Source: an optimization exercise on an open RTL-to-GDS flow (aim: small area and few clock cycles). Production flows keep margins and buffers that such runs may drop.
RTL that was checked went through simulation tests only; none was proved equivalent to the original.
No functional check of the RTL was part of run 1.

`design/flow/config.mk`:
```
export PLATFORM = sky130hd
export DESIGN_NAME = ALU
export DESIGN_NICKNAME = ALU
export VERILOG_FILES = /design/flow/design.v
export SDC_FILE = /design/flow/constraint.sdc
export NUM_CORES = 4
export LEC_CHECK = 0
export CAP_MARGIN = 20
export CORE_MARGIN = 2
export CORE_UTILIZATION = 40
export SLEW_MARGIN = 20
export SYNTH_HIERARCHICAL = 1
export SYNTH_MINIMUM_KEEP_SIZE = 0
```
`design/flow/constraint.sdc`:
```
create_clock -name core_clock -period 10.0 [get_ports {clk}]
set_input_delay 2.0000 -clock core_clock [delete_from_list [all_inputs] [get_ports {clk}]]
set_output_delay 2.0000 -clock core_clock [all_outputs]
set_load 0.01 [all_outputs]
```
`design/flow/design.v`:
```
module ALU(
    clk,
    rst_n,
    valid,
    ready,
    mode,
    in_A,
    in_B,
    out
);
    input         clk, rst_n;
    input         valid;
    input  [1:0]  mode;  
    output        ready;
    input  [31:0] in_A, in_B;
    output [63:0] out;
    localparam K  = 8;               
    localparam CW = 4;               
    localparam NSTEP = 4;
    localparam W = 40;               
    localparam IDLE  = 3'd0;
    localparam MUL   = 3'd1;
    localparam DSRCH = 3'd2;         
    localparam DSTEP = 3'd3;         
    localparam LAND  = 3'd4;         
    localparam LAVG  = 3'd5;         
    reg  [2:0]  state;
    reg  [4:0]  cnt;
    reg         ready_;
    reg  [31:0] X;
    reg  [31:0] H;
    reg  [31:0] L;
    reg  [31:0] X_nx, H_nx, L_nx;
    assign ready = ready_;
    assign out   = {H_nx, L_nx};
    wire idle   = (state == IDLE);
    wire start  = idle && valid && !ready_;
    wire op_mul = idle || (state == MUL);
    wire op_div = (state == DSRCH) || (state == DSTEP);
    wire srch   = idle ? (mode == 2'd1) : (state == DSRCH);
    wire [31:0] Xi = idle ? in_B : X;
    wire [31:0] Hi = idle ? in_A : H;            
    wire [31:0] Ha = idle ? 32'd0 : H;           
    wire [31:0] Li = idle ? in_A : L;
    wire [K-1:0] m = op_mul ? Li[K-1:0] : {{(K-1){1'b0}}, 1'b1};
    wire [31:0] nHi = ~Ha;
    wire        ncin = ~op_div;
    wire [31:0] npp0 = ~((Xi & {32{m[0]}}) ^ {32{op_div}});
    wire [31:0] npp1 = ~(Xi & {32{m[1]}});
    wire [31:0] npp2 = ~(Xi & {32{m[2]}});
    wire [31:0] npp3 = ~(Xi & {32{m[3]}});
    wire [31:0] npp4 = ~(Xi & {32{m[4]}});
    wire [31:0] npp5 = ~(Xi & {32{m[5]}});
    wire [31:0] npp6 = ~(Xi & {32{m[6]}});
    wire [31:0] npp7 = ~(Xi & {32{m[7]}});
    wire fs0, fc0, fs1, fc1, fs2, fc2, fs3, fc3, fs4, fc4, fs5, fc5, fs6, fc6, fs7, fc7, fs8, fc8, fs9, fc9, fs10, fc10, fs11, fc11, fs12, fc12, fs13, fc13, fs14, fc14, fs15, fc15, fs16, fc16, fs17, fc17, fs18, fc18, fs19, fc19, fs20, fc20, fs21, fc21, fs22, fc22, fs23, fc23, fs24, fc24, fs25, fc25, fs26, fc26, fs27, fc27, fs28, fc28, fs29, fc29, fs30, fc30, fs31, fc31, fs32, fc32, fs33, fc33, fs34, fc34, fs35, fc35, fs36, fc36, fs37, fc37, fs38, fc38, fs39, fc39, fs40, fc40, fs41, fc41, fs42, fc42, fs43, fc43, fs44, fc44, fs45, fc45, fs46, fc46, fs47, fc47, fs48, fc48, fs49, fc49, fs50, fc50, fs51, fc51, fs52, fc52, fs53, fc53, fs54, fc54, fs55, fc55, fs56, fc56, fs57, fc57, fs58, fc58, fs59, fc59, fs60, fc60, fs61, fc61, fs62, fc62, fs63, fc63, fs64, fc64, fs65, fc65, fs66, fc66, fs67, fc67, fs68, fc68, fs69, fc69, fs70, fc70, fs71, fc71, fs72, fc72, fs73, fc73, fs74, fc74, fs75, fc75, fs76, fc76, fs77, fc77, fs78, fc78, fs79, fc79, fs80, fc80, fs81, fc81, fs82, fc82, fs83, fc83, fs84, fc84, fs85, fc85, fs86, fc86, fs87, fc87, fs88, fc88, fs89, fc89, fs90, fc90, fs91, fc91, fs92, fc92, fs93, fc93, fs94, fc94, fs95, fc95, fs96, fc96, fs97, fc97, fs98, fc98, fs99, fc99, fs100, fc100, fs101, fc101, fs102, fc102, fs103, fc103, fs104, fc104, fs105, fc105, fs106, fc106, fs107, fc107, fs108, fc108, fs109, fc109, fs110, fc110, fs111, fc111, fs112, fc112, fs113, fc113, fs114, fc114, fs115, fc115, fs116, fc116, fs117, fc117, fs118, fc118, fs119, fc119, fs120, fc120, fs121, fc121, fs122, fc122, fs123, fc123, fs124, fc124, fs125, fc125, fs126, fc126, fs127, fc127, fs128, fc128, fs129, fc129, fs130, fc130, fs131, fc131, fs132, fc132, fs133, fc133, fs134, fc134, fs135, fc135, fs136, fc136, fs137, fc137, fs138, fc138, fs139, fc139, fs140, fc140, fs141, fc141, fs142, fc142, fs143, fc143, fs144, fc144, fs145, fc145, fs146, fc146, fs147, fc147, fs148, fc148, fs149, fc149, fs150, fc150, fs151, fc151, fs152, fc152, fs153, fc153, fs154, fc154, fs155, fc155, fs156, fc156, fs157, fc157, fs158, fc158, fs159, fc159, fs160, fc160, fs161, fc161, fs162, fc162, fs163, fc163, fs164, fc164, fs165, fc165, fs166, fc166, fs167, fc167, fs168, fc168, fs169, fc169, fs170, fc170, fs171, fc171, fs172, fc172, fs173, fc173, fs174, fc174, fs175, fc175, fs176, fc176, fs177, fc177, fs178, fc178, fs179, fc179, fs180, fc180, fs181, fc181, fs182, fc182, fs183, fc183, fs184, fc184, fs185, fc185, fs186, fc186, fs187, fc187, fs188, fc188, fs189, fc189, fs190, fc190, fs191, fc191, fs192, fc192, fs193, fc193, fs194, fc194, fs195, fc195, fs196, fc196, fs197, fc197, fs198, fc198, fs199, fc199, fs200, fc200, fs201, fc201, fs202, fc202, fs203, fc203, fs204, fc204, fs205, fc205, fs206, fc206, fs207, fc207, fs208, fc208, fs209, fc209, fs210, fc210;
    wire hs0, hc0, hs1, hc1, hs2, hc2, hs3, hc3, hs4, hc4, hs5, hc5, hs6, hc6;
    assign hs0 = ~(nHi[5] ^ npp0[5]);
    assign hc0 = nHi[5] | npp0[5];
    ALU_fa u_fa0 (.a(nHi[6]), .b(npp0[6]), .c(npp1[5]), .s(fs0), .co(fc0));
    assign hs1 = ~(npp2[4] ^ npp3[3]);
    assign hc1 = npp2[4] | npp3[3];
    ALU_fa u_fa1 (.a(nHi[7]), .b(npp0[7]), .c(npp1[6]), .s(fs1), .co(fc1));
    ALU_fa u_fa2 (.a(npp2[5]), .b(npp3[4]), .c(npp4[3]), .s(fs2), .co(fc2));
    assign hs2 = ~(npp5[2] ^ npp6[1]);
    assign hc2 = npp5[2] | npp6[1];
    ALU_fa u_fa3 (.a(nHi[8]), .b(npp0[8]), .c(npp1[7]), .s(fs3), .co(fc3));
    ALU_fa u_fa4 (.a(npp2[6]), .b(npp3[5]), .c(npp4[4]), .s(fs4), .co(fc4));
    ALU_fa u_fa5 (.a(npp5[3]), .b(npp6[2]), .c(npp7[1]), .s(fs5), .co(fc5));
    ALU_fa u_fa6 (.a(nHi[9]), .b(npp0[9]), .c(npp1[8]), .s(fs6), .co(fc6));
    ALU_fa u_fa7 (.a(npp2[7]), .b(npp3[6]), .c(npp4[5]), .s(fs7), .co(fc7));
    ALU_fa u_fa8 (.a(npp5[4]), .b(npp6[3]), .c(npp7[2]), .s(fs8), .co(fc8));
    ALU_fa u_fa9 (.a(nHi[10]), .b(npp0[10]), .c(npp1[9]), .s(fs9), .co(fc9));
    ALU_fa u_fa10 (.a(npp2[8]), .b(npp3[7]), .c(npp4[6]), .s(fs10), .co(fc10));
    ALU_fa u_fa11 (.a(npp5[5]), .b(npp6[4]), .c(npp7[3]), .s(fs11), .co(fc11));
    ALU_fa u_fa12 (.a(nHi[11]), .b(npp0[11]), .c(npp1[10]), .s(fs12), .co(fc12));
    ALU_fa u_fa13 (.a(npp2[9]), .b(npp3[8]), .c(npp4[7]), .s(fs13), .co(fc13));
    ALU_fa u_fa14 (.a(npp5[6]), .b(npp6[5]), .c(npp7[4]), .s(fs14), .co(fc14));
    ALU_fa u_fa15 (.a(nHi[12]), .b(npp0[12]), .c(npp1[11]), .s(fs15), .co(fc15));
    ALU_fa u_fa16 (.a(npp2[10]), .b(npp3[9]), .c(npp4[8]), .s(fs16), .co(fc16));
    ALU_fa u_fa17 (.a(npp5[7]), .b(npp6[6]), .c(npp7[5]), .s(fs17), .co(fc17));
    ALU_fa u_fa18 (.a(nHi[13]), .b(npp0[13]), .c(npp1[12]), .s(fs18), .co(fc18));
    ALU_fa u_fa19 (.a(npp2[11]), .b(npp3[10]), .c(npp4[9]), .s(fs19), .co(fc19));
    ALU_fa u_fa20 (.a(npp5[8]), .b(npp6[7]), .c(npp7[6]), .s(fs20), .co(fc20));
    ALU_fa u_fa21 (.a(nHi[14]), .b(npp0[14]), .c(npp1[13]), .s(fs21), .co(fc21));
    ALU_fa u_fa22 (.a(npp2[12]), .b(npp3[11]), .c(npp4[10]), .s(fs22), .co(fc22));
    ALU_fa u_fa23 (.a(npp5[9]), .b(npp6[8]), .c(npp7[7]), .s(fs23), .co(fc23));
    ALU_fa u_fa24 (.a(nHi[15]), .b(npp0[15]), .c(npp1[14]), .s(fs24), .co(fc24));
    ALU_fa u_fa25 (.a(npp2[13]), .b(npp3[12]), .c(npp4[11]), .s(fs25), .co(fc25));
    ALU_fa u_fa26 (.a(npp5[10]), .b(npp6[9]), .c(npp7[8]), .s(fs26), .co(fc26));
    ALU_fa u_fa27 (.a(nHi[16]), .b(npp0[16]), .c(npp1[15]), .s(fs27), .co(fc27));
    ALU_fa u_fa28 (.a(npp2[14]), .b(npp3[13]), .c(npp4[12]), .s(fs28), .co(fc28));
    ALU_fa u_fa29 (.a(npp5[11]), .b(npp6[10]), .c(npp7[9]), .s(fs29), .co(fc29));
    ALU_fa u_fa30 (.a(nHi[17]), .b(npp0[17]), .c(npp1[16]), .s(fs30), .co(fc30));
    ALU_fa u_fa31 (.a(npp2[15]), .b(npp3[14]), .c(npp4[13]), .s(fs31), .co(fc31));
    ALU_fa u_fa32 (.a(npp5[12]), .b(npp6[11]), .c(npp7[10]), .s(fs32), .co(fc32));
    ALU_fa u_fa33 (.a(nHi[18]), .b(npp0[18]), .c(npp1[17]), .s(fs33), .co(fc33));
    ALU_fa u_fa34 (.a(npp2[16]), .b(npp3[15]), .c(npp4[14]), .s(fs34), .co(fc34));
    ALU_fa u_fa35 (.a(npp5[13]), .b(npp6[12]), .c(npp7[11]), .s(fs35), .co(fc35));
    ALU_fa u_fa36 (.a(nHi[19]), .b(npp0[19]), .c(npp1[18]), .s(fs36), .co(fc36));
    ALU_fa u_fa37 (.a(npp2[17]), .b(npp3[16]), .c(npp4[15]), .s(fs37), .co(fc37));
    ALU_fa u_fa38 (.a(npp5[14]), .b(npp6[13]), .c(npp7[12]), .s(fs38), .co(fc38));
    ALU_fa u_fa39 (.a(nHi[20]), .b(npp0[20]), .c(npp1[19]), .s(fs39), .co(fc39));
    ALU_fa u_fa40 (.a(npp2[18]), .b(npp3[17]), .c(npp4[16]), .s(fs40), .co(fc40));
    ALU_fa u_fa41 (.a(npp5[15]), .b(npp6[14]), .c(npp7[13]), .s(fs41), .co(fc41));
    ALU_fa u_fa42 (.a(nHi[21]), .b(npp0[21]), .c(npp1[20]), .s(fs42), .co(fc42));
    ALU_fa u_fa43 (.a(npp2[19]), .b(npp3[18]), .c(npp4[17]), .s(fs43), .co(fc43));
    ALU_fa u_fa44 (.a(npp5[16]), .b(npp6[15]), .c(npp7[14]), .s(fs44), .co(fc44));
    ALU_fa u_fa45 (.a(nHi[22]), .b(npp0[22]), .c(npp1[21]), .s(fs45), .co(fc45));
    ALU_fa u_fa46 (.a(npp2[20]), .b(npp3[19]), .c(npp4[18]), .s(fs46), .co(fc46));
    ALU_fa u_fa47 (.a(npp5[17]), .b(npp6[16]), .c(npp7[15]), .s(fs47), .co(fc47));
    ALU_fa u_fa48 (.a(nHi[23]), .b(npp0[23]), .c(npp1[22]), .s(fs48), .co(fc48));
    ALU_fa u_fa49 (.a(npp2[21]), .b(npp3[20]), .c(npp4[19]), .s(fs49), .co(fc49));
    ALU_fa u_fa50 (.a(npp5[18]), .b(npp6[17]), .c(npp7[16]), .s(fs50), .co(fc50));
    ALU_fa u_fa51 (.a(nHi[24]), .b(npp0[24]), .c(npp1[23]), .s(fs51), .co(fc51));
    ALU_fa u_fa52 (.a(npp2[22]), .b(npp3[21]), .c(npp4[20]), .s(fs52), .co(fc52));
    ALU_fa u_fa53 (.a(npp5[19]), .b(npp6[18]), .c(npp7[17]), .s(fs53), .co(fc53));
    ALU_fa u_fa54 (.a(nHi[25]), .b(npp0[25]), .c(npp1[24]), .s(fs54), .co(fc54));
    ALU_fa u_fa55 (.a(npp2[23]), .b(npp3[22]), .c(npp4[21]), .s(fs55), .co(fc55));
    ALU_fa u_fa56 (.a(npp5[20]), .b(npp6[19]), .c(npp7[18]), .s(fs56), .co(fc56));
    ALU_fa u_fa57 (.a(nHi[26]), .b(npp0[26]), .c(npp1[25]), .s(fs57), .co(fc57));
    ALU_fa u_fa58 (.a(npp2[24]), .b(npp3[23]), .c(npp4[22]), .s(fs58), .co(fc58));
    ALU_fa u_fa59 (.a(npp5[21]), .b(npp6[20]), .c(npp7[19]), .s(fs59), .co(fc59));
    ALU_fa u_fa60 (.a(nHi[27]), .b(npp0[27]), .c(npp1[26]), .s(fs60), .co(fc60));
    ALU_fa u_fa61 (.a(npp2[25]), .b(npp3[24]), .c(npp4[23]), .s(fs61), .co(fc61));
    ALU_fa u_fa62 (.a(npp5[22]), .b(npp6[21]), .c(npp7[20]), .s(fs62), .co(fc62));
    ALU_fa u_fa63 (.a(nHi[28]), .b(npp0[28]), .c(npp1[27]), .s(fs63), .co(fc63));
    ALU_fa u_fa64 (.a(npp2[26]), .b(npp3[25]), .c(npp4[24]), .s(fs64), .co(fc64));
    ALU_fa u_fa65 (.a(npp5[23]), .b(npp6[22]), .c(npp7[21]), .s(fs65), .co(fc65));
    ALU_fa u_fa66 (.a(nHi[29]), .b(npp0[29]), .c(npp1[28]), .s(fs66), .co(fc66));
    ALU_fa u_fa67 (.a(npp2[27]), .b(npp3[26]), .c(npp4[25]), .s(fs67), .co(fc67));
    ALU_fa u_fa68 (.a(npp5[24]), .b(npp6[23]), .c(npp7[22]), .s(fs68), .co(fc68));
    ALU_fa u_fa69 (.a(nHi[30]), .b(npp0[30]), .c(npp1[29]), .s(fs69), .co(fc69));
    ALU_fa u_fa70 (.a(npp2[28]), .b(npp3[27]), .c(npp4[26]), .s(fs70), .co(fc70));
    ALU_fa u_fa71 (.a(npp5[25]), .b(npp6[24]), .c(npp7[23]), .s(fs71), .co(fc71));
    ALU_fa u_fa72 (.a(nHi[31]), .b(npp0[31]), .c(npp1[30]), .s(fs72), .co(fc72));
    ALU_fa u_fa73 (.a(npp2[29]), .b(npp3[28]), .c(npp4[27]), .s(fs73), .co(fc73));
    ALU_fa u_fa74 (.a(npp5[26]), .b(npp6[25]), .c(npp7[24]), .s(fs74), .co(fc74));
    ALU_fa u_fa75 (.a(npp1[31]), .b(npp2[30]), .c(npp3[29]), .s(fs75), .co(fc75));
    ALU_fa u_fa76 (.a(npp4[28]), .b(npp5[27]), .c(npp6[26]), .s(fs76), .co(fc76));
    ALU_fa u_fa77 (.a(npp2[31]), .b(npp3[30]), .c(npp4[29]), .s(fs77), .co(fc77));
    assign hs3 = ~(nHi[3] ^ npp0[3]);
    assign hc3 = nHi[3] | npp0[3];
    ALU_fa u_fa78 (.a(nHi[4]), .b(npp0[4]), .c(npp1[3]), .s(fs78), .co(fc78));
    assign hs4 = ~(npp2[2] ^ npp3[1]);
    assign hc4 = npp2[2] | npp3[1];
    ALU_fa u_fa79 (.a(hs0), .b(npp1[4]), .c(npp2[3]), .s(fs79), .co(fc79));
    ALU_fa u_fa80 (.a(npp3[2]), .b(npp4[1]), .c(npp5[0]), .s(fs80), .co(fc80));
    ALU_fa u_fa81 (.a(hc0), .b(fs0), .c(hs1), .s(fs81), .co(fc81));
    ALU_fa u_fa82 (.a(npp4[2]), .b(npp5[1]), .c(npp6[0]), .s(fs82), .co(fc82));
    ALU_fa u_fa83 (.a(fc0), .b(hc1), .c(fs1), .s(fs83), .co(fc83));
    ALU_fa u_fa84 (.a(fs2), .b(hs2), .c(npp7[0]), .s(fs84), .co(fc84));
    ALU_fa u_fa85 (.a(fc1), .b(fc2), .c(hc2), .s(fs85), .co(fc85));
    ALU_fa u_fa86 (.a(fs3), .b(fs4), .c(fs5), .s(fs86), .co(fc86));
    ALU_fa u_fa87 (.a(fc3), .b(fc4), .c(fc5), .s(fs87), .co(fc87));
    ALU_fa u_fa88 (.a(fs6), .b(fs7), .c(fs8), .s(fs88), .co(fc88));
    ALU_fa u_fa89 (.a(fc6), .b(fc7), .c(fc8), .s(fs89), .co(fc89));
    ALU_fa u_fa90 (.a(fs9), .b(fs10), .c(fs11), .s(fs90), .co(fc90));
    ALU_fa u_fa91 (.a(fc9), .b(fc10), .c(fc11), .s(fs91), .co(fc91));
    ALU_fa u_fa92 (.a(fs12), .b(fs13), .c(fs14), .s(fs92), .co(fc92));
    ALU_fa u_fa93 (.a(fc12), .b(fc13), .c(fc14), .s(fs93), .co(fc93));
    ALU_fa u_fa94 (.a(fs15), .b(fs16), .c(fs17), .s(fs94), .co(fc94));
    ALU_fa u_fa95 (.a(fc15), .b(fc16), .c(fc17), .s(fs95), .co(fc95));
    ALU_fa u_fa96 (.a(fs18), .b(fs19), .c(fs20), .s(fs96), .co(fc96));
    ALU_fa u_fa97 (.a(fc18), .b(fc19), .c(fc20), .s(fs97), .co(fc97));
    ALU_fa u_fa98 (.a(fs21), .b(fs22), .c(fs23), .s(fs98), .co(fc98));
    ALU_fa u_fa99 (.a(fc21), .b(fc22), .c(fc23), .s(fs99), .co(fc99));
    ALU_fa u_fa100 (.a(fs24), .b(fs25), .c(fs26), .s(fs100), .co(fc100));
    ALU_fa u_fa101 (.a(fc24), .b(fc25), .c(fc26), .s(fs101), .co(fc101));
    ALU_fa u_fa102 (.a(fs27), .b(fs28), .c(fs29), .s(fs102), .co(fc102));
    ALU_fa u_fa103 (.a(fc27), .b(fc28), .c(fc29), .s(fs103), .co(fc103));
    ALU_fa u_fa104 (.a(fs30), .b(fs31), .c(fs32), .s(fs104), .co(fc104));
    ALU_fa u_fa105 (.a(fc30), .b(fc31), .c(fc32), .s(fs105), .co(fc105));
    ALU_fa u_fa106 (.a(fs33), .b(fs34), .c(fs35), .s(fs106), .co(fc106));
    ALU_fa u_fa107 (.a(fc33), .b(fc34), .c(fc35), .s(fs107), .co(fc107));
    ALU_fa u_fa108 (.a(fs36), .b(fs37), .c(fs38), .s(fs108), .co(fc108));
    ALU_fa u_fa109 (.a(fc36), .b(fc37), .c(fc38), .s(fs109), .co(fc109));
    ALU_fa u_fa110 (.a(fs39), .b(fs40), .c(fs41), .s(fs110), .co(fc110));
    ALU_fa u_fa111 (.a(fc39), .b(fc40), .c(fc41), .s(fs111), .co(fc111));
    ALU_fa u_fa112 (.a(fs42), .b(fs43), .c(fs44), .s(fs112), .co(fc112));
    ALU_fa u_fa113 (.a(fc42), .b(fc43), .c(fc44), .s(fs113), .co(fc113));
    ALU_fa u_fa114 (.a(fs45), .b(fs46), .c(fs47), .s(fs114), .co(fc114));
    ALU_fa u_fa115 (.a(fc45), .b(fc46), .c(fc47), .s(fs115), .co(fc115));
    ALU_fa u_fa116 (.a(fs48), .b(fs49), .c(fs50), .s(fs116), .co(fc116));
    ALU_fa u_fa117 (.a(fc48), .b(fc49), .c(fc50), .s(fs117), .co(fc117));
    ALU_fa u_fa118 (.a(fs51), .b(fs52), .c(fs53), .s(fs118), .co(fc118));
    ALU_fa u_fa119 (.a(fc51), .b(fc52), .c(fc53), .s(fs119), .co(fc119));
    ALU_fa u_fa120 (.a(fs54), .b(fs55), .c(fs56), .s(fs120), .co(fc120));
    ALU_fa u_fa121 (.a(fc54), .b(fc55), .c(fc56), .s(fs121), .co(fc121));
    ALU_fa u_fa122 (.a(fs57), .b(fs58), .c(fs59), .s(fs122), .co(fc122));
    ALU_fa u_fa123 (.a(fc57), .b(fc58), .c(fc59), .s(fs123), .co(fc123));
    ALU_fa u_fa124 (.a(fs60), .b(fs61), .c(fs62), .s(fs124), .co(fc124));
    ALU_fa u_fa125 (.a(fc60), .b(fc61), .c(fc62), .s(fs125), .co(fc125));
    ALU_fa u_fa126 (.a(fs63), .b(fs64), .c(fs65), .s(fs126), .co(fc126));
    ALU_fa u_fa127 (.a(fc63), .b(fc64), .c(fc65), .s(fs127), .co(fc127));
    ALU_fa u_fa128 (.a(fs66), .b(fs67), .c(fs68), .s(fs128), .co(fc128));
    ALU_fa u_fa129 (.a(fc66), .b(fc67), .c(fc68), .s(fs129), .co(fc129));
    ALU_fa u_fa130 (.a(fs69), .b(fs70), .c(fs71), .s(fs130), .co(fc130));
    ALU_fa u_fa131 (.a(fc69), .b(fc70), .c(fc71), .s(fs131), .co(fc131));
    ALU_fa u_fa132 (.a(fs72), .b(fs73), .c(fs74), .s(fs132), .co(fc132));
    ALU_fa u_fa133 (.a(fc72), .b(fc73), .c(fc74), .s(fs133), .co(fc133));
    ALU_fa u_fa134 (.a(fs75), .b(fs76), .c(npp7[25]), .s(fs134), .co(fc134));
    ALU_fa u_fa135 (.a(fc75), .b(fc76), .c(fs77), .s(fs135), .co(fc135));
    ALU_fa u_fa136 (.a(npp5[28]), .b(npp6[27]), .c(npp7[26]), .s(fs136), .co(fc136));
    ALU_fa u_fa137 (.a(fc77), .b(npp3[31]), .c(npp4[30]), .s(fs137), .co(fc137));
    ALU_fa u_fa138 (.a(npp5[29]), .b(npp6[28]), .c(npp7[27]), .s(fs138), .co(fc138));
    ALU_fa u_fa139 (.a(npp4[31]), .b(npp5[30]), .c(npp6[29]), .s(fs139), .co(fc139));
    assign hs5 = ~(nHi[2] ^ npp0[2]);
    assign hc5 = nHi[2] | npp0[2];
    ALU_fa u_fa140 (.a(hs3), .b(npp1[2]), .c(npp2[1]), .s(fs140), .co(fc140));
    ALU_fa u_fa141 (.a(hc3), .b(fs78), .c(hs4), .s(fs141), .co(fc141));
    ALU_fa u_fa142 (.a(fc78), .b(hc4), .c(fs79), .s(fs142), .co(fc142));
    ALU_fa u_fa143 (.a(fc79), .b(fc80), .c(fs81), .s(fs143), .co(fc143));
    ALU_fa u_fa144 (.a(fc81), .b(fc82), .c(fs83), .s(fs144), .co(fc144));
    ALU_fa u_fa145 (.a(fc83), .b(fc84), .c(fs85), .s(fs145), .co(fc145));
    ALU_fa u_fa146 (.a(fc85), .b(fc86), .c(fs87), .s(fs146), .co(fc146));
    ALU_fa u_fa147 (.a(fc87), .b(fc88), .c(fs89), .s(fs147), .co(fc147));
    ALU_fa u_fa148 (.a(fc89), .b(fc90), .c(fs91), .s(fs148), .co(fc148));
    ALU_fa u_fa149 (.a(fc91), .b(fc92), .c(fs93), .s(fs149), .co(fc149));
    ALU_fa u_fa150 (.a(fc93), .b(fc94), .c(fs95), .s(fs150), .co(fc150));
    ALU_fa u_fa151 (.a(fc95), .b(fc96), .c(fs97), .s(fs151), .co(fc151));
    ALU_fa u_fa152 (.a(fc97), .b(fc98), .c(fs99), .s(fs152), .co(fc152));
    ALU_fa u_fa153 (.a(fc99), .b(fc100), .c(fs101), .s(fs153), .co(fc153));
    ALU_fa u_fa154 (.a(fc101), .b(fc102), .c(fs103), .s(fs154), .co(fc154));
    ALU_fa u_fa155 (.a(fc103), .b(fc104), .c(fs105), .s(fs155), .co(fc155));
    ALU_fa u_fa156 (.a(fc105), .b(fc106), .c(fs107), .s(fs156), .co(fc156));
    ALU_fa u_fa157 (.a(fc107), .b(fc108), .c(fs109), .s(fs157), .co(fc157));
    ALU_fa u_fa158 (.a(fc109), .b(fc110), .c(fs111), .s(fs158), .co(fc158));
    ALU_fa u_fa159 (.a(fc111), .b(fc112), .c(fs113), .s(fs159), .co(fc159));
    ALU_fa u_fa160 (.a(fc113), .b(fc114), .c(fs115), .s(fs160), .co(fc160));
    ALU_fa u_fa161 (.a(fc115), .b(fc116), .c(fs117), .s(fs161), .co(fc161));
    ALU_fa u_fa162 (.a(fc117), .b(fc118), .c(fs119), .s(fs162), .co(fc162));
    ALU_fa u_fa163 (.a(fc119), .b(fc120), .c(fs121), .s(fs163), .co(fc163));
    ALU_fa u_fa164 (.a(fc121), .b(fc122), .c(fs123), .s(fs164), .co(fc164));
    ALU_fa u_fa165 (.a(fc123), .b(fc124), .c(fs125), .s(fs165), .co(fc165));
    ALU_fa u_fa166 (.a(fc125), .b(fc126), .c(fs127), .s(fs166), .co(fc166));
    ALU_fa u_fa167 (.a(fc127), .b(fc128), .c(fs129), .s(fs167), .co(fc167));
    ALU_fa u_fa168 (.a(fc129), .b(fc130), .c(fs131), .s(fs168), .co(fc168));
    ALU_fa u_fa169 (.a(fc131), .b(fc132), .c(fs133), .s(fs169), .co(fc169));
    ALU_fa u_fa170 (.a(fc133), .b(fc134), .c(fs135), .s(fs170), .co(fc170));
    ALU_fa u_fa171 (.a(fc135), .b(fc136), .c(fs137), .s(fs171), .co(fc171));
    ALU_fa u_fa172 (.a(fc137), .b(fc138), .c(fs139), .s(fs172), .co(fc172));
    ALU_fa u_fa173 (.a(fc139), .b(npp5[31]), .c(npp6[30]), .s(fs173), .co(fc173));
    assign hs6 = ~(nHi[0] ^ npp0[0]);
    assign hc6 = nHi[0] | npp0[0];
    ALU_fa u_fa174 (.a(nHi[1]), .b(npp0[1]), .c(npp1[0]), .s(fs174), .co(fc174));
    ALU_fa u_fa175 (.a(hs5), .b(npp1[1]), .c(npp2[0]), .s(fs175), .co(fc175));
    ALU_fa u_fa176 (.a(hc5), .b(fs140), .c(npp3[0]), .s(fs176), .co(fc176));
    ALU_fa u_fa177 (.a(fc140), .b(fs141), .c(npp4[0]), .s(fs177), .co(fc177));
    ALU_fa u_fa178 (.a(fc141), .b(fs142), .c(fs80), .s(fs178), .co(fc178));
    ALU_fa u_fa179 (.a(fc142), .b(fs143), .c(fs82), .s(fs179), .co(fc179));
    ALU_fa u_fa180 (.a(fc143), .b(fs144), .c(fs84), .s(fs180), .co(fc180));
    ALU_fa u_fa181 (.a(fc144), .b(fs145), .c(fs86), .s(fs181), .co(fc181));
    ALU_fa u_fa182 (.a(fc145), .b(fs146), .c(fs88), .s(fs182), .co(fc182));
    ALU_fa u_fa183 (.a(fc146), .b(fs147), .c(fs90), .s(fs183), .co(fc183));
    ALU_fa u_fa184 (.a(fc147), .b(fs148), .c(fs92), .s(fs184), .co(fc184));
    ALU_fa u_fa185 (.a(fc148), .b(fs149), .c(fs94), .s(fs185), .co(fc185));
    ALU_fa u_fa186 (.a(fc149), .b(fs150), .c(fs96), .s(fs186), .co(fc186));
    ALU_fa u_fa187 (.a(fc150), .b(fs151), .c(fs98), .s(fs187), .co(fc187));
    ALU_fa u_fa188 (.a(fc151), .b(fs152), .c(fs100), .s(fs188), .co(fc188));
    ALU_fa u_fa189 (.a(fc152), .b(fs153), .c(fs102), .s(fs189), .co(fc189));
    ALU_fa u_fa190 (.a(fc153), .b(fs154), .c(fs104), .s(fs190), .co(fc190));
    ALU_fa u_fa191 (.a(fc154), .b(fs155), .c(fs106), .s(fs191), .co(fc191));
    ALU_fa u_fa192 (.a(fc155), .b(fs156), .c(fs108), .s(fs192), .co(fc192));
    ALU_fa u_fa193 (.a(fc156), .b(fs157), .c(fs110), .s(fs193), .co(fc193));
    ALU_fa u_fa194 (.a(fc157), .b(fs158), .c(fs112), .s(fs194), .co(fc194));
    ALU_fa u_fa195 (.a(fc158), .b(fs159), .c(fs114), .s(fs195), .co(fc195));
    ALU_fa u_fa196 (.a(fc159), .b(fs160), .c(fs116), .s(fs196), .co(fc196));
    ALU_fa u_fa197 (.a(fc160), .b(fs161), .c(fs118), .s(fs197), .co(fc197));
    ALU_fa u_fa198 (.a(fc161), .b(fs162), .c(fs120), .s(fs198), .co(fc198));
    ALU_fa u_fa199 (.a(fc162), .b(fs163), .c(fs122), .s(fs199), .co(fc199));
    ALU_fa u_fa200 (.a(fc163), .b(fs164), .c(fs124), .s(fs200), .co(fc200));
    ALU_fa u_fa201 (.a(fc164), .b(fs165), .c(fs126), .s(fs201), .co(fc201));
    ALU_fa u_fa202 (.a(fc165), .b(fs166), .c(fs128), .s(fs202), .co(fc202));
    ALU_fa u_fa203 (.a(fc166), .b(fs167), .c(fs130), .s(fs203), .co(fc203));
    ALU_fa u_fa204 (.a(fc167), .b(fs168), .c(fs132), .s(fs204), .co(fc204));
    ALU_fa u_fa205 (.a(fc168), .b(fs169), .c(fs134), .s(fs205), .co(fc205));
    ALU_fa u_fa206 (.a(fc169), .b(fs170), .c(fs136), .s(fs206), .co(fc206));
    ALU_fa u_fa207 (.a(fc170), .b(fs171), .c(fs138), .s(fs207), .co(fc207));
    ALU_fa u_fa208 (.a(fc171), .b(fs172), .c(npp7[28]), .s(fs208), .co(fc208));
    ALU_fa u_fa209 (.a(fc172), .b(fs173), .c(npp7[29]), .s(fs209), .co(fc209));
    ALU_fa u_fa210 (.a(fc173), .b(npp6[31]), .c(npp7[30]), .s(fs210), .co(fc210));
    wire [W-1:0] na = {1'b1, fc210, fc209, fc208, fc207, fc206, fc205, fc204, fc203, fc202, fc201, fc200, fc199, fc198, fc197, fc196, fc195, fc194, fc193, fc192, fc191, fc190, fc189, fc188, fc187, fc186, fc185, fc184, fc183, fc182, fc181, fc180, fc179, fc178, fc177, fc176, fc175, fc174, hc6, hs6};
    wire [W-1:0] nb = {1'b1, npp7[31], fs210, fs209, fs208, fs207, fs206, fs205, fs204, fs203, fs202, fs201, fs200, fs199, fs198, fs197, fs196, fs195, fs194, fs193, fs192, fs191, fs190, fs189, fs188, fs187, fs186, fs185, fs184, fs183, fs182, fs181, fs180, fs179, fs178, fs177, fs176, fs175, fs174, ncin};
    reg [W-1:0] G, P;
    integer i, d;
    always @(*) begin
        G = na & nb;
        P = na ^ nb;
        G[0] = G[0] | P[0];                              
        for (d = 1; d < W; d = d * 2)
            for (i = 2*d-1; i < W; i = i + 2*d) begin
                G[i] = G[i] | (P[i] & G[i-d]);
                P[i] = P[i] & P[i-d];
            end
        for (d = 64; d >= 1; d = d / 2)
            for (i = 3*d-1; i < W; i = i + 2*d) begin
                G[i] = G[i] | (P[i] & G[i-d]);
                P[i] = P[i] & P[i-d];
            end
    end
    wire [W-1:0] S = ~(na ^ nb ^ {G[W-2:0], 1'b1});
    wire c1 = S[32];                                    
    wire c2 = srch && !Xi[31] && (cnt != 5'd31) &&
              (Hi[31:32-CW] >= Xi[30:31-CW]);
    wire load = idle && !c2;
    always @(*) begin
        if (idle ? (mode == 2'd0) : op_mul) begin
            X_nx = Xi;
            H_nx = S[31+K:K];
            L_nx = {S[K-1:0], Li[31:K]};
        end else if (op_div || idle) begin
            if (c2 || load) begin
                X_nx = c2 ? Xi << 1 : Xi;
                H_nx = Hi;
            end else begin
                X_nx = Xi >> 1;
                H_nx = c1 ? S[31:0] : Hi;
            end
            L_nx = {Li[30:0] & {31{!idle}}, c1 & !c2 & !load};
        end else begin  
            X_nx = Xi;
            H_nx = 32'd0;
            L_nx = (state == LAVG) ? S[32:1] : (Hi & Xi);
        end
    end
    always @(posedge clk) begin
        X <= X_nx;
        H <= H_nx;
        L <= L_nx;
    end
    always @(posedge clk or negedge rst_n) begin
        if (!rst_n) begin
            state  <= IDLE;
            cnt    <= 5'd0;
            ready_ <= 1'b0;
        end else begin
            ready_ <= 1'b0;
            case (state)
                IDLE: begin
                    if (start) begin
                        case (mode)
                            2'd0: begin
                                cnt    <= 5'd1;
                                state  <= MUL;
                                ready_ <= (NSTEP == 2);
                            end
                            2'd1: begin
                                if (c2) begin
                                    cnt   <= 5'd1;
                                    state <= DSRCH;
                                end else begin
                                    state  <= DSTEP;
                                    ready_ <= 1'b1;
                                end
                            end
                            2'd2: begin
                                state  <= LAND;
                                ready_ <= 1'b1;
                            end
                            2'd3: begin
                                state  <= LAVG;
                                ready_ <= 1'b1;
                            end
                        endcase
                    end
                end
                MUL: begin
                    cnt <= cnt + 5'd1;
                    if (cnt == NSTEP - 2) ready_ <= 1'b1;
                    if (ready_) begin
                        cnt   <= 5'd0;
                        state <= IDLE;
                    end
                end
                DSRCH, DSTEP: begin
                    if (c2) cnt <= cnt + 5'd1;
                    else begin
                        cnt   <= cnt - 5'd1;
                        state <= DSTEP;
                        if (cnt == 5'd1) ready_ <= 1'b1;
                        if (cnt == 5'd0) begin
                            cnt   <= 5'd0;
                            state <= IDLE;
                        end
                    end
                end
                default: state <= IDLE;
            endcase
        end
    end
endmodule
module ALU_fa(a, b, c, s, co);
    input  a, b, c;
    output s, co;
    assign s  = a ^ b ^ c;
    assign co = (a & b) | (a & c) | (b & c);
endmodule
```
`design/flow/flow/run.sh`:
```
#!/bin/bash
# The standard layout (standard.sh), with one change: the buffers that
# buffer_ports puts on every input and output port are the smallest buffer
# cell instead of the default choice. ORFS's global_place.tcl passes
# BUFFER_PORTS_ARGS to buffer_ports.
set -euo pipefail
export BUFFER_PORTS_ARGS="-buffer_cell sky130_fd_sc_hd__buf_1"
bash standard.sh > standard_run.log 2>&1
```
`design/flow/standard.sh`:
```
#!/bin/bash
# synth_recipe.tcl (not shown) runs the flow's synth.tcl, then flattens the netlist and writes it again
# the make line also repeats each setting of config.mk as NAME=value (left out here)
make -C /OpenROAD-flow-scripts/flow DESIGN_CONFIG=/design/flow/config.mk WORK_HOME=/design/flow/orfs CLKGATE_MAP_FILE= SYNTH_SCRIPT=/design/flow/synth_recipe.tcl "${@:-finish}"
```
==> results by group, run 1 <==
Run status
  • Status: failed layout checks
  • SO Viols: negative setup slack

Die
  • Die area: 0.0351 mm2
  • Die Y: 187 um
  • Ports: 134
  • Cell Rows: 67
  • CORE AREA: 0.0333 mm2
  • DIE WIDTH: 187 um
  • Starting Density: 40.4%

Global routing
  • Global route total overflow: 0
  • Total GRT Usage: 29.7%
  • Most Crowded Layer GR: met2
  • Vias in the first global route: 13,300
  • Met1 usage: 38.8%
  • Pin count of the biggest net entering global routing: 73
  • Number of antenna violations at the first check in global routing: 1
  • Met2 GRT Util: 47.4%
  • GR Util met3: 6.36%
  • First-pass GRT wire length: 79,400 um

Worst setup path
  • Most used cell, CP: fa_2
  • Max stage delay on crit path: 0.49 ns
  • CP Class: primary input to output pin
  • Crit Reg-Reg Startpoint: state[1]$_DFFE_PN0P_
  • CP Capture Type: output pin
  • Kind of cell adding the most delay to the critical path: adder cells
  • CP max-delay cell: fa_1
  • CP max FO: 6
  • Worst Path Arrival: 8.13 ns
  • CP bufs+invs: 8
  • CP startpoint: in_A[0]
  • Critical Path RT: 8.00 ns
  • Startpoint type of the worst setup path: primary input

CTS
  • CTS tree: done
  • Worst-path clk slew: 0.09 ns
  • Total CTS buffers: 9
  • Worst-Skew Late Latency: 0.39 ns
  • CTS sink count: 105
  • Longest Clk Path Bufs: 2
  • # H-tree levels: 3
  • Root buffer cell: clkbuf_16

Synth
  • Synthesized flop and latch total: 105
  • Syn_nets: 1,987
  • Yosys top cell area share: 34.4%
  • Seq/Total Area, Yosys: 16.0%
  • Post-Syn Area: 0.0134 mm2
  • EDFF count, synth: 0
  • Top post-synthesis cells by area: fa_1 (34%), dfxtp_1 (14%), nand2_1 (13%)
  • Syn avg cell area: 8.23 um2
  • Synth async-reset ratio: 8.57%
  • Cells after synthesis: 1,633
  • Yosys top cell by area: fa_1
  • Synth Warn #: 7
  • Prevailing post-synth register cell: dfxtp_1
  • Synth unique cells: 59

Flow run
  • Max-cap violations: 0

Placed design
  • Routability cong.: 0.986
  • IO buf count: 133
  • Inst Count DP: 2,211
  • Detailed placer's ending HPWL: 39,800 um
  • Area after DPL: 0.0151 mm2

Final layout
  • Fin cells: 2,251
  • Most frequent cells in the layout: nand2_1 (467), fa_1 (201), buf_1 (111)
  • Proportion of layout cells with a drive suffix above 1: 15.3%
  • # diodes: 0
  • Area grow syn2layout: 20.6%
  • Most common cell after layout, fill and taps aside: nand2_1
  • Net count reported at finish: 2,152
  • Final instance area: 0.0162 mm2

Min path
  • Min-Delay Startpoint: X[31]$_DFF_P_
  • HP Class: flop to flop

STA
  • Max_slew headroom: 40.3%
  • Final period util: 101%
  • Fmax: 0.0987 GHz
  • Final hold slack: 0.522 ns
  • Clk_skew: 0.0201 ns
  • Max Slew Vio Count: 0
  • Unrepaired setup endpoints after global routing: yes
  • Fin. Hold Viols: 0
  • Worst Tran Pin Value: 0.896 ns
  • Min Clock Period, post-route: 10.13 ns
  • Post-route worst setup slack: -0.127 ns
  • Number of setup violations in the final report: 19

Route
  • First-iteration detailed-routing DRC count: 1,290
  • Antenna Nets Post-Route: 0
  • Detailed Route WL: 52,100 um
  • Vias: 13,100
  • Via density: 5.84
  • DRC viols: 0
  • Routed wire per std cell: 23.1 um
  • TritonRoute pass-1 iters: 5
-- flip-flops by register name (all words and copies together) (netlist names) --
name / flops
X: 32
L: 32
H: 32
cnt: 5
state: 3
ready_: 1
-- metrics by stage --
stage               setup TNS, ns  worst slack [ns]  utilization (%)
finish                      -1.08            -0.127             48.7
global route                -5.71            -0.265             48.7
CTS                             0          0.000458             47.4
detailed placement         -12.00            -0.507             45.3
global placement            -6.32            -0.343             45.3
floorplan                       0            0.0211                -
-- cell type report --
| cell class | count | area (um2) |
|---|---|---|
| multi-input cells | 1334 | 11100 |
| fillers | 3239 | 17100 |
| clock buffers | 13 | 260 |
| flip-flops and latches | 105 | 2150 |
| inverters | 89 | 334 |
| clock inverters | 3 | 28.8 |
| repair buffers | 259 | 1770 |
| well taps | 448 | 561 |
-- cell usage after synthesis (8+ instances only) --
cell type,count
a211oi_1,9
a21oi_1,112
a221o_1,12
a221oi_1,32
a31oi_1,10
and2_1,21
buf_1,17
clkbuf_1,89
dfrtp_1,9
dfxtp_1,96
fa_1,231
ha_1,54
inv_1,89
mux2i_1,10
nand2_1,474
nand3_1,23
nor2_1,97
nor2b_1,8
nor3_1,9
o21ai_0,59
o21ai_1,12
o22ai_1,55
xnor2_1,14
xor2_1,10
-- worst min-delay path: cells and delay by family, from the launching register on --
family	cells	cell delay, ns
flops	1	0.34
simple gates	2	0.13
-- per-module statistics from Yosys (local to each module, per instance) --
module	cell area (um2)	flops+latches
ALU_fa	20.0	0
ALU	9210	105
-- timing repair --
action	CTS	global route
resized for setup	77	88
hold buffers	0	0
setup buffers	6	16
pin swaps	41	44
cloned	3	0
endpoints found under the setup margin	39	34
-- final timing paths --
kind | cells past startpoint | end | slack, ns
min in group asynchronous | 1 | ready_$_DFF_PN0_ | 1.58
worst min register to register | 2 | L[31]$_DFF_P_ | 0.52
worst max-delay path | 26 | out[45] | -0.13
max in group asynchronous | 1 | state[2]$_DFFE_PN0P_ | 8.01
worst min-delay path | 2 | L[31]$_DFF_P_ | 0.52
worst max register to register | 26 | H[7]$_DFF_P_ | 2.59
-- per-layer routing --
metal | up-vias | wire [um]
li1 | 5778 | -
met1 | 6505 | 21100
met2 | 725 | 23900
met3 | 129 | 4670
met4 | 2 | 2340
met5 | - | 17
-- cell families (layout without fill, tap and decap cells) --
logic type,Yosys count,after routing,synth area share [%]
XOR/XNOR,24,24,1.56
adder cells (fa/ha/maj),285,285,39.4
AO/OA/AOI/OAI,356,356,16.9
flip-flops,105,105,16.0
AND/OR/NAND/NOR,656,657,19.7
buffers and inverters,195,364,5.45
multiplexers,12,12,0.940
==> run 2, diff against run 1 <==
--- a/design/flow/design.v
+++ b/design/flow/design.v
@@ -35,24 +35,22 @@
     assign out   = {H_nx, L_nx};
     wire idle   = (state == IDLE);
     wire start  = idle && valid && !ready_;
-    wire op_mul = idle || (state == MUL);
+    wire op_mul = (state == MUL);
     wire op_div = (state == DSRCH) || (state == DSTEP);
     wire srch   = idle ? (mode == 2'd1) : (state == DSRCH);
     wire [31:0] Xi = idle ? in_B : X;
-    wire [31:0] Hi = idle ? in_A : H;            
-    wire [31:0] Ha = idle ? 32'd0 : H;           
-    wire [31:0] Li = idle ? in_A : L;
-    wire [K-1:0] m = op_mul ? Li[K-1:0] : {{(K-1){1'b0}}, 1'b1};
-    wire [31:0] nHi = ~Ha;
+    wire [31:0] Hi = idle ? in_A : H;
+    wire [K-1:0] m = op_mul ? L[K-1:0] : {{(K-1){1'b0}}, 1'b1};
+    wire [31:0] nHi = ~H;
     wire        ncin = ~op_div;
-    wire [31:0] npp0 = ~((Xi & {32{m[0]}}) ^ {32{op_div}});
-    wire [31:0] npp1 = ~(Xi & {32{m[1]}});
-    wire [31:0] npp2 = ~(Xi & {32{m[2]}});
-    wire [31:0] npp3 = ~(Xi & {32{m[3]}});
-    wire [31:0] npp4 = ~(Xi & {32{m[4]}});
-    wire [31:0] npp5 = ~(Xi & {32{m[5]}});
-    wire [31:0] npp6 = ~(Xi & {32{m[6]}});
-    wire [31:0] npp7 = ~(Xi & {32{m[7]}});
+    wire [31:0] npp0 = ~((X & {32{m[0]}}) ^ {32{op_div}});
+    wire [31:0] npp1 = ~(X & {32{m[1]}});
+    wire [31:0] npp2 = ~(X & {32{m[2]}});
+    wire [31:0] npp3 = ~(X & {32{m[3]}});
+    wire [31:0] npp4 = ~(X & {32{m[4]}});
+    wire [31:0] npp5 = ~(X & {32{m[5]}});
+    wire [31:0] npp6 = ~(X & {32{m[6]}});
+    wire [31:0] npp7 = ~(X & {32{m[7]}});
     wire fs0, fc0, fs1, fc1, fs2, fc2, fs3, fc3, fs4, fc4, fs5, fc5, fs6, fc6, fs7, fc7, fs8, fc8, fs9, fc9, fs10, fc10, fs11, fc11, fs12, fc12, fs13, fc13, fs14, fc14, fs15, fc15, fs16, fc16, fs17, fc17, fs18, fc18, fs19, fc19, fs20, fc20, fs21, fc21, fs22, fc22, fs23, fc23, fs24, fc24, fs25, fc25, fs26, fc26, fs27, fc27, fs28, fc28, fs29, fc29, fs30, fc30, fs31, fc31, fs32, fc32, fs33, fc33, fs34, fc34, fs35, fc35, fs36, fc36, fs37, fc37, fs38, fc38, fs39, fc39, fs40, fc40, fs41, fc41, fs42, fc42, fs43, fc43, fs44, fc44, fs45, fc45, fs46, fc46, fs47, fc47, fs48, fc48, fs49, fc49, fs50, fc50, fs51, fc51, fs52, fc52, fs53, fc53, fs54, fc54, fs55, fc55, fs56, fc56, fs57, fc57, fs58, fc58, fs59, fc59, fs60, fc60, fs61, fc61, fs62, fc62, fs63, fc63, fs64, fc64, fs65, fc65, fs66, fc66, fs67, fc67, fs68, fc68, fs69, fc69, fs70, fc70, fs71, fc71, fs72, fc72, fs73, fc73, fs74, fc74, fs75, fc75, fs76, fc76, fs77, fc77, fs78, fc78, fs79, fc79, fs80, fc80, fs81, fc81, fs82, fc82, fs83, fc83, fs84, fc84, fs85, fc85, fs86, fc86, fs87, fc87, fs88, fc88, fs89, fc89, fs90, fc90, fs91, fc91, fs92, fc92, fs93, fc93, fs94, fc94, fs95, fc95, fs96, fc96, fs97, fc97, fs98, fc98, fs99, fc99, fs100, fc100, fs101, fc101, fs102, fc102, fs103, fc103, fs104, fc104, fs105, fc105, fs106, fc106, fs107, fc107, fs108, fc108, fs109, fc109, fs110, fc110, fs111, fc111, fs112, fc112, fs113, fc113, fs114, fc114, fs115, fc115, fs116, fc116, fs117, fc117, fs118, fc118, fs119, fc119, fs120, fc120, fs121, fc121, fs122, fc122, fs123, fc123, fs124, fc124, fs125, fc125, fs126, fc126, fs127, fc127, fs128, fc128, fs129, fc129, fs130, fc130, fs131, fc131, fs132, fc132, fs133, fc133, fs134, fc134, fs135, fc135, fs136, fc136, fs137, fc137, fs138, fc138, fs139, fc139, fs140, fc140, fs141, fc141, fs142, fc142, fs143, fc143, fs144, fc144, fs145, fc145, fs146, fc146, fs147, fc147, fs148, fc148, fs149, fc149, fs150, fc150, fs151, fc151, fs152, fc152, fs153, fc153, fs154, fc154, fs155, fc155, fs156, fc156, fs157, fc157, fs158, fc158, fs159, fc159, fs160, fc160, fs161, fc161, fs162, fc162, fs163, fc163, fs164, fc164, fs165, fc165, fs166, fc166, fs167, fc167, fs168, fc168, fs169, fc169, fs170, fc170, fs171, fc171, fs172, fc172, fs173, fc173, fs174, fc174, fs175, fc175, fs176, fc176, fs177, fc177, fs178, fc178, fs179, fc179, fs180, fc180, fs181, fc181, fs182, fc182, fs183, fc183, fs184, fc184, fs185, fc185, fs186, fc186, fs187, fc187, fs188, fc188, fs189, fc189, fs190, fc190, fs191, fc191, fs192, fc192, fs193, fc193, fs194, fc194, fs195, fc195, fs196, fc196, fs197, fc197, fs198, fc198, fs199, fc199, fs200, fc200, fs201, fc201, fs202, fc202, fs203, fc203, fs204, fc204, fs205, fc205, fs206, fc206, fs207, fc207, fs208, fc208, fs209, fc209, fs210, fc210;
     wire hs0, hc0, hs1, hc1, hs2, hc2, hs3, hc3, hs4, hc4, hs5, hc5, hs6, hc6;
     assign hs0 = ~(nHi[5] ^ npp0[5]);
@@ -303,25 +301,28 @@
     wire c1 = S[32];                                    
     wire c2 = srch && !Xi[31] && (cnt != 5'd31) &&
               (Hi[31:32-CW] >= Xi[30:31-CW]);
-    wire load = idle && !c2;
     always @(*) begin
-        if (idle ? (mode == 2'd0) : op_mul) begin
-            X_nx = Xi;
+        if (idle) begin
+            X_nx = c2 ? in_B << 1 : in_B;
+            H_nx = in_A & {32{mode != 2'd0}};
+            L_nx = in_A & {32{mode == 2'd0}};
+        end else if (op_mul) begin
+            X_nx = X;
             H_nx = S[31+K:K];
-            L_nx = {S[K-1:0], Li[31:K]};
-        end else if (op_div || idle) begin
-            if (c2 || load) begin
-                X_nx = c2 ? Xi << 1 : Xi;
-                H_nx = Hi;
+            L_nx = {S[K-1:0], L[31:K]};
+        end else if (op_div) begin
+            if (c2) begin
+                X_nx = X << 1;
+                H_nx = H;
             end else begin
-                X_nx = Xi >> 1;
-                H_nx = c1 ? S[31:0] : Hi;
+                X_nx = X >> 1;
+                H_nx = c1 ? S[31:0] : H;
             end
-            L_nx = {Li[30:0] & {31{!idle}}, c1 & !c2 & !load};
+            L_nx = {L[30:0], c1 & !c2};
         end else begin  
-            X_nx = Xi;
+            X_nx = X;
             H_nx = 32'd0;
-            L_nx = (state == LAVG) ? S[32:1] : (Hi & Xi);
+            L_nx = (state == LAVG) ? S[32:1] : (H & X);
         end
     end
     always @(posedge clk) begin
@@ -340,11 +341,7 @@
                 IDLE: begin
                     if (start) begin
                         case (mode)
-                            2'd0: begin
-                                cnt    <= 5'd1;
-                                state  <= MUL;
-                                ready_ <= (NSTEP == 2);
-                            end
+                            2'd0: state <= MUL;
                             2'd1: begin
                                 if (c2) begin
                                     cnt   <= 5'd1;
==> design/flow/config.mk (replaced) <==
export PLATFORM = sky130hd
export DESIGN_NAME = ALU
export DESIGN_NICKNAME = ALU
export VERILOG_FILES = /design/flow/design.v
export SDC_FILE = /design/flow/constraint.sdc
export NUM_CORES = 4
export LEC_CHECK = 0
export CAP_MARGIN = 5
export CORE_MARGIN = 2
export CORE_UTILIZATION = 55
export SLEW_MARGIN = 5
export SYNTH_HIERARCHICAL = 1
export SYNTH_MINIMUM_KEEP_SIZE = 0
==> results by group, run 2 <==
CTS
  • Longest Clk Path Bufs: 2
  • # H-tree levels: 3
  • Total CTS buffers: 9
  • Hold_buf cts: 0
  • CTS tree: done
  • Worst-Skew Late Latency: 0.38 ns
  • CTS sink count: 105
  • Root buffer cell: clkbuf_16
  • Worst-path clk slew: 0.10 ns

Worst setup path
  • Worst Path Arrival: 7.75 ns
  • Kind of cell adding the most delay to the critical path: adder cells
  • CP bufs+invs: 3
  • Max stage delay on crit path: 0.63 ns
  • CP Class: flop to output pin
  • Critical Path RT: 8.00 ns
  • Most used cell, CP: fa_1
  • Startpoint type of the worst setup path: flop
  • Cell breakdown of the critical path: nand2b_1 -> or3_1 -> buf_4 -> nand2_1 -> xnor2_1 -> fa_1 -> fa_1 -> fa_1 -> fa_1 -> ha_1 -> and4_1 -> a221o_1 -> a31oi_4 -> o31a_1 -> o21ai_0 -> fa_1 -> a21oi_4 -> buf_4 -> mux2i_1 -> o21ai_0 -> buf_1
  • CP max-delay cell: or3_1
  • CP Capture Type: output pin
  • CP max FO: 16

Global routing
  • Global route total overflow: 0
  • Vias in the first global route: 11,600
  • Total GRT Usage: 36.1%
  • Number of antenna violations at the first check in global routing: 1
  • First-pass GRT wire length: 70,200 um
  • Pin count of the biggest net entering global routing: 58

STA
  • Fmax: 0.103 GHz
  • Number of setup violations in the final report: 0
  • Worst Tran Pin Value: 1.07 ns
  • Min Clock Period, post-route: 9.75 ns
  • Clk_skew: 0.0175 ns
  • Max Slew Vio Count: 0
  • Final period util: 97.5%
  • Fin. Hold Viols: 0
  • Max_slew headroom: 28.8%
  • Setup_tns: 0 ns
  • Unrepaired setup endpoints after global routing: no

Final layout
  • Proportion of layout cells with a drive suffix above 1: 6.78%
  • Net count reported at finish: 1,823
  • Area of the multi-input gates: 0.0104 mm2
  • Largest registers: H x32, L x32, X x32
  • Reg area: 0.00247 mm2
  • # diodes: 0
  • Area grow syn2layout: 7.52%
  • Fill count: 2,144
  • Most frequent cells in the layout: nand2_1 (330), fa_1 (231), buf_1 (133)
  • Most common cell after layout, fill and taps aside: nand2_1

Route
  • Antenna Nets Post-Route: 0
  • Via density: 6.32
  • DRC viols: 0
  • TritonRoute pass-1 iters: 6
  • Routed wire per std cell: 25.4 um
  • Vias: 11,400
  • First-iteration detailed-routing DRC count: 1,216
  • Detailed Route WL: 45,700 um

Run status
  • Status: complete, no violations

Die
  • Die Y: 161 um
  • Ports: 134
  • Starting Density: 56.0%
  • Die area: 0.0261 mm2
  • DIE WIDTH: 161 um
  • Cell Rows: 57
  • CORE AREA: 0.0243 mm2

Synth
  • Synth Warn #: 7
  • Post-synth top cells: nand2_1 (331), fa_1 (231), clkbuf_1 (98)
  • Syn_nets: 1,765
  • Top post-synthesis cells by area: fa_1 (34%), dfxtp_1 (9.4%), nand2_1 (9.1%)
  • Count leader, synth: nand2_1
  • Seq/Total Area, Yosys: 18.1%
  • Synthesized flop and latch total: 105
  • Yosys top cell area share: 33.9%
  • Synth async-reset ratio: 8.57%
  • Yosys top cell by area: fa_1
  • Synth unique cells: 62
  • Post-Syn Area: 0.0136 mm2
  • Cells after synthesis: 1,412
  • EDFF count, synth: 32
  • Syn avg cell area: 9.65 um2
  • Prevailing post-synth register cell: dfxtp_1

Placed design
  • Routability cong.: 0.935
  • Detailed placer's ending HPWL: 34,700 um
  • IO buf count: 133

Flow run
  • Max-cap violations: 0

Min path
  • HP Class: flop to flop
## run 2: cell types whose count changed in the layout (fill, tap and decap cells not counted), sizes merged, moves of 27 or more
cell	change
nor2	-50
o22ai	-55
nand2	-144
edfxtp	+32
buf	-77
a21oi	-71
mux4	+27
dfxtp	-32
## run 2: worst reg2reg max path: cells and delay by family, from the launching register on
kind / cells / cell delay [ns]
flip-flops: 1 / 0.58
multiplexers: 1 / 0.09
adder cells (fa/ha/maj): 6 / 2.84
AND/OR/NAND/NOR: 4 / 1.05
XOR/XNOR: 1 / 0.15
buffers and inverters: 2 / 0.63
AO/OA/AOI/OAI: 6 / 1.84
## run 2: layout make-up
type	instances	share of cell area (%)
inverter	77	2.00
clock buffer	9	1.54
clock inverter	7	0.606
sequential	105	16.8
tap	324	2.77
multi-input combinational	1108	70.8
timing repair buffer	169	5.42
## run 2: per-stage QoR
| step | setup WS (ns) | cells | hold WS [ns] | instance area [um2] | utilization, % |
|---|---|---|---|---|---|
| after floorplan | 1.52 | 1412 | 0.508 | 13600 | - |
| after global placement | 0.476 | 1780 | 0.573 | 14300 | 58.8 |
| after detailed placement | 0.352 | 1780 | 0.570 | 14300 | 58.8 |
| after CTS | 0.0135 | 1796 | 0.589 | 14600 | 60.1 |
| after global routing | 0.0249 | 1799 | 0.631 | 14700 | 60.3 |
| final | 0.255 | 1799 | 0.585 | 14700 | 60.3 |
## run 2: modules after synthesis, one instance, submodules excluded
module / area, um2 / times used
ALU: 9400 / 1
ALU_fa: 20.0 / 211
## run 2: metal layers
metal  part of all wire (%)  GRT usage, %  vias to the layer above
li1                       -             -                     4884
met1                     41          51.4                     5754
met2                     47          56.8                      653
met3                    9.3          7.04                       73
met4                    2.8          9.90                        0
met5                      0             0                        -
## run 2: worst paths after layout
kind                                      start                   end  slack, ns  cells past startpoint
setup / recovery           state[0]$_DFFE_PN0P_               out[38]       0.25                     21
hold / removal               cnt[4]$_DFFE_PN0P_      ready_$_DFF_PN0_       0.59                      1
setup reg to reg           state[0]$_DFFE_PN0P_          H[6]$_DFF_P_       2.69                     20
hold reg to reg              cnt[4]$_DFFE_PN0P_      ready_$_DFF_PN0_       0.59                      1
max in group asynchronous                 rst_n  state[0]$_DFFE_PN0P_       8.05                      1
min in group asynchronous                 rst_n    cnt[2]$_DFFE_PN0P_       1.58                      1
## run 2: logic make-up (layout without fill, tap and decap cells)
group,after synthesis,after routing,share of synthesized area (%)
buffers and inverters,199,262,6.03
xor gates and xnor gates,53,53,3.41
AOI/OAI and AO/OA,252,252,12.8
DFF,105,105,18.1
adders and majority gates,284,284,38.8
muxes,59,59,6.82
and+or+nand+nor,460,460,14.0
## run 2: what timing repair did
item	in CTS	in global routing
gates resized for setup	1	5
hold endpoints to repair	0	0
setup endpoints to repair	7	33
setup buffers	0	3
Testbench counts of run 2, summed over its fixed seeds: cycles 5,537.
==> run 3, diff against run 2 <==
==> design/flow/config.mk (replaced) <==
export PLATFORM = sky130hd
export DESIGN_NAME = ALU
export DESIGN_NICKNAME = ALU
export VERILOG_FILES = /design/flow/design.v
export SDC_FILE = /design/flow/constraint.sdc
export NUM_CORES = 4
export LEC_CHECK = 0
export CAP_MARGIN = 20
export CORE_MARGIN = 2
export CORE_UTILIZATION = 40
export SLEW_MARGIN = 20
export SYNTH_HIERARCHICAL = 1
export SYNTH_MINIMUM_KEEP_SIZE = 0
==> results by group, run 3 <==
Synth
  • Largest family of logic cells by synthesized area: adder cells
  • Seq/Total Area, Yosys: 18.1%
  • Top post-synthesis cells by area: fa_1 (34%), dfxtp_1 (9.4%), nand2_1 (9.1%)
  • Yosys top cell by area: fa_1
  • Post-Synth XOR/XNOR Area: 3.41%
  • Post-Synth Simple-Gate Area: 14.0%
  • EDFF count, synth: 32
  • Mux share of post-synthesis cell area: 6.82%
  • Synthesized flop and latch total: 105
  • Syn_nets: 1,765
  • Post-Syn Area: 0.0136 mm2
  • Post-synth top cells: nand2_1 (331), fa_1 (231), clkbuf_1 (98)
  • Synth Warn #: 7
  • Count leader, synth: nand2_1
  • Synth Area in Compound Gates: 12.8%
  • Prevailing post-synth register cell: dfxtp_1
  • Cells after synthesis: 1,412
  • Yosys top cell area share: 33.9%
  • Syn avg cell area: 9.65 um2
  • Post-Synth Adder-Cell Area: 38.8%
  • Synth async-reset ratio: 8.57%
  • Synth unique cells: 62

Worst setup path
  • CP bufs+invs: 3
  • CP max FO: 19
  • CP Capture Type: output pin
  • Reg2Reg Setup Slack: 2.78 ns
  • Startpoint type of the worst setup path: flop
  • CP max-delay cell: fa_1
  • CP Class: flop to output pin
  • Kind of cell adding the most delay to the critical path: adder cells
  • Worst Path Arrival: 7.67 ns
  • Worst R2R Path Depth: 19
  • Crit Reg-Reg Startpoint: state[0]$_DFFE_PN0P_
  • Most used cell, CP: fa_1
  • Max stage delay on crit path: 0.57 ns
  • Cell breakdown of the critical path: nor2b_1 -> and3_1 -> buf_4 -> nand2_1 -> fa_1 -> fa_1 -> fa_1 -> fa_1 -> ha_1 -> and4_1 -> and3_1 -> a31oi_4 -> o31a_1 -> o21ai_0 -> fa_1 -> a21oi_4 -> buf_4 -> nor2_1 -> o31ai_1 -> buf_1
  • Critical Path RT: 8.00 ns
  • R2R Path End: H[26]$_DFF_P_

STA
  • Worst Tran Pin Value: 1.06 ns
  • Max Slew Vio Count: 0
  • Min Clock Period, post-route: 9.67 ns
  • Clk_skew: 0.0183 ns
  • Final period util: 96.7%
  • Fmax: 0.103 GHz
  • Unrepaired setup endpoints after global routing: no
  • Setup_tns: 0 ns
  • Number of setup violations in the final report: 0
  • Max_slew headroom: 29.1%
  • Fin. Hold Viols: 0

Final layout
  • Proportion of layout cells with a drive suffix above 1: 6.83%
  • Area grow syn2layout: 8.34%
  • Most common cell after layout, fill and taps aside: nand2_1
  • Most frequent cells in the layout: nand2_1 (330), fa_1 (231), buf_1 (133)
  • Fill count: 3,311
  • Final instance area: 0.0148 mm2
  • Largest registers: H x32, L x32, X x32
  • Final core occ: 44.0%
  • Net count reported at finish: 1,826
  • # diodes: 0

CTS
  • Hold_buf cts: 0
  • CTS sink count: 105
  • Longest Clk Path Bufs: 2
  • Total CTS buffers: 9
  • Worst-path clk slew: 0.09 ns
  • Root buffer cell: clkbuf_16
  • CTS tree: done
  • # H-tree levels: 3
  • Worst-Skew Late Latency: 0.39 ns

Route
  • Vias: 11,400
  • Antenna Nets Post-Route: 0
  • DRC viols: 0
  • Via density: 5.90
  • Routed wire per std cell: 24.5 um
  • Detailed Route WL: 47,200 um
  • TritonRoute pass-1 iters: 6
  • First-iteration detailed-routing DRC count: 1,165

Placed design
  • IO buf count: 133
  • Area after DPL: 0.0145 mm2
  • Routability cong.: 0.930
  • Detailed placer's ending HPWL: 35,900 um

Min path
  • HP Class: flop to flop
  • Min-Delay Startpoint: cnt[4]$_DFFE_PN0P_
  • Hold depth: 1
  • Worst Hold End: ready_$_DFF_PN0_

Run status
  • Status: complete, no violations

Die
  • Cell Rows: 67
  • Starting Density: 40.6%
  • Ports: 134
  • Die Y: 189 um
  • CORE AREA: 0.0335 mm2
  • Die area: 0.0356 mm2
  • DIE WIDTH: 189 um

Global routing
  • Number of antenna violations at the first check in global routing: 0
  • Vias in the first global route: 11,900
  • Pin count of the biggest net entering global routing: 52
  • First-pass GRT wire length: 72,100 um
  • Global route total overflow: 0
  • Total GRT Usage: 27.1%

Flow run
  • Max-cap violations: 0
[run 3: cell count changes in the layout (fill, tap and decap cells not counted), moves of 2 or more]
cell | before | now
inv_12 | 2 | 0
clkbuf_1 | 0 | 2
buf_4 | 34 | 39
buf_12 | 2 | 0
o21ai_0 | 59 | 57
o21ai_1 | 6 | 8
[run 3: how the worst max path moves through the flow]
stage	start	to	slack [ns]	cells past startpoint
after floorplan	state[0]$_DFFE_PN0P_	out[33]	1.52	22
after global placement	state[0]$_DFFE_PN0P_	out[38]	0.52	20
after detailed placement	state[0]$_DFFE_PN0P_	out[38]	0.39	20
after CTS	state[0]$_DFFE_PN0P_	out[38]	0.25	20
after global routing	state[0]$_DFFE_PN0P_	out[41]	0.006	20
final	state[0]$_DFFE_PN0P_	out[58]	0.33	20
[run 3: cell families after synthesis]
logic type                 Yosys count
and+or+nand+nor                    460
adders and majority gates          284
AOI/OAI and AO/OA                  252
buffers and inverters              199
DFF                                105
muxes                               59
xor gates and xnor gates            53
[run 3: per-stage QoR]
step / hold WS (ns) / std cells / setup slack, ns
after global routing: 0.598 / 1926 / 0.00630
after global placement: 0.556 / 1906 / 0.523
after floorplan: 0.508 / 1412 / 1.52
final: 0.571 / 1926 / 0.332
after CTS: 0.576 / 1926 / 0.251
after detailed placement: 0.554 / 1907 / 0.391
[run 3: final cells by class]
cell class | instances | area [um2] | area share (%)
multi-input combinational | 1108 | 10400 | 70.3
clock inverter | 5 | 40.0 | 0.271
inverter | 77 | 289 | 1.96
tap | 448 | 561 | 3.80
sequential | 105 | 2470 | 16.7
timing repair buffer | 172 | 792 | 5.36
clock buffer | 11 | 233 | 1.58
[run 3: what timing repair did]
action                     in CTS  in global routing
setup buffers                   3                  0
resized for setup               0                  8
pin swaps                       0                  0
setup endpoints to repair       2                 18
hold endpoints to repair        0                  0
gates cloned                    0                  0
[run 3: per-module statistics from Yosys, one instance, submodules excluded]
module	cells	flops+latches	times used	cell area, um2
ALU_fa	1	0	211	20.0
ALU	1201	105	1	9400
[run 3: worst reg2reg max path, stage by stage (launching register included)]
cell and delay [ns]:
dfrtp_1 0.44, nor2b_1 0.40, and3_1 0.43, buf_4 0.41, nand2_1 0.14, fa_1 0.51
fa_1 0.43, fa_1 0.54, fa_1 0.44, ha_1 0.35, and4_1 0.21, and3_1 0.21
a31oi_4 0.14, o31a_1 0.42, o21ai_0 0.34, fa_1 0.58, a21oi_4 0.30, buf_4 0.21
nor2_1 0.05, o31ai_1 0.52
[run 3: metal layers]
layer / global-route usage, % / vias to the layer above / part of all wire, %
met5: 0 / - / 0
met4: 13.3 / 0 / 4.9
met3: 5.16 / 121 / 9.1
met2: 42.2 / 648 / 45
met1: 36.5 / 5716 / 40
li1: - / 4874 / -

[port drivers added, routing unchanged]
In the flow no input, the clock included, has a driving cell. The finished layouts below were timed again as built, in two steps. Step 1 sets driving cells, clkbuf_16 on the clock port and buf_2 on the other inputs (assumed; they add their load-dependent delay and slew). Step 2 moves the port delays by t, midway between the first and last clock arrival at a register: inputs arrive t later, outputs are due t later. That takes back most of the time a late clock gives input paths. Slacks: no drivers / after step 1 / after step 2; pairs: no drivers / after step 1.
| run | t (ns) | setup slack, ns | hold WS [ns] | pins driven straight from the clock port |
|---|---|---|---|---|
| run 1 | 0.423 | -0.127 / -0.167 / -0.167 | 0.522 / 0.522 / 0.522 | 1 |
| run 2 | 0.419 | 0.255 / 0.203 / 0.622 | 0.585 / 0.585 / 0.585 | 1 |
| run 3 | 0.432 | 0.332 / 0.284 / 0.716 | 0.571 / 0.571 / 0.571 | 1 |
For run 1, which loses most, drivers alone change the setup slack by -0.040 ns; drivers and shift together by -0.040 ns.
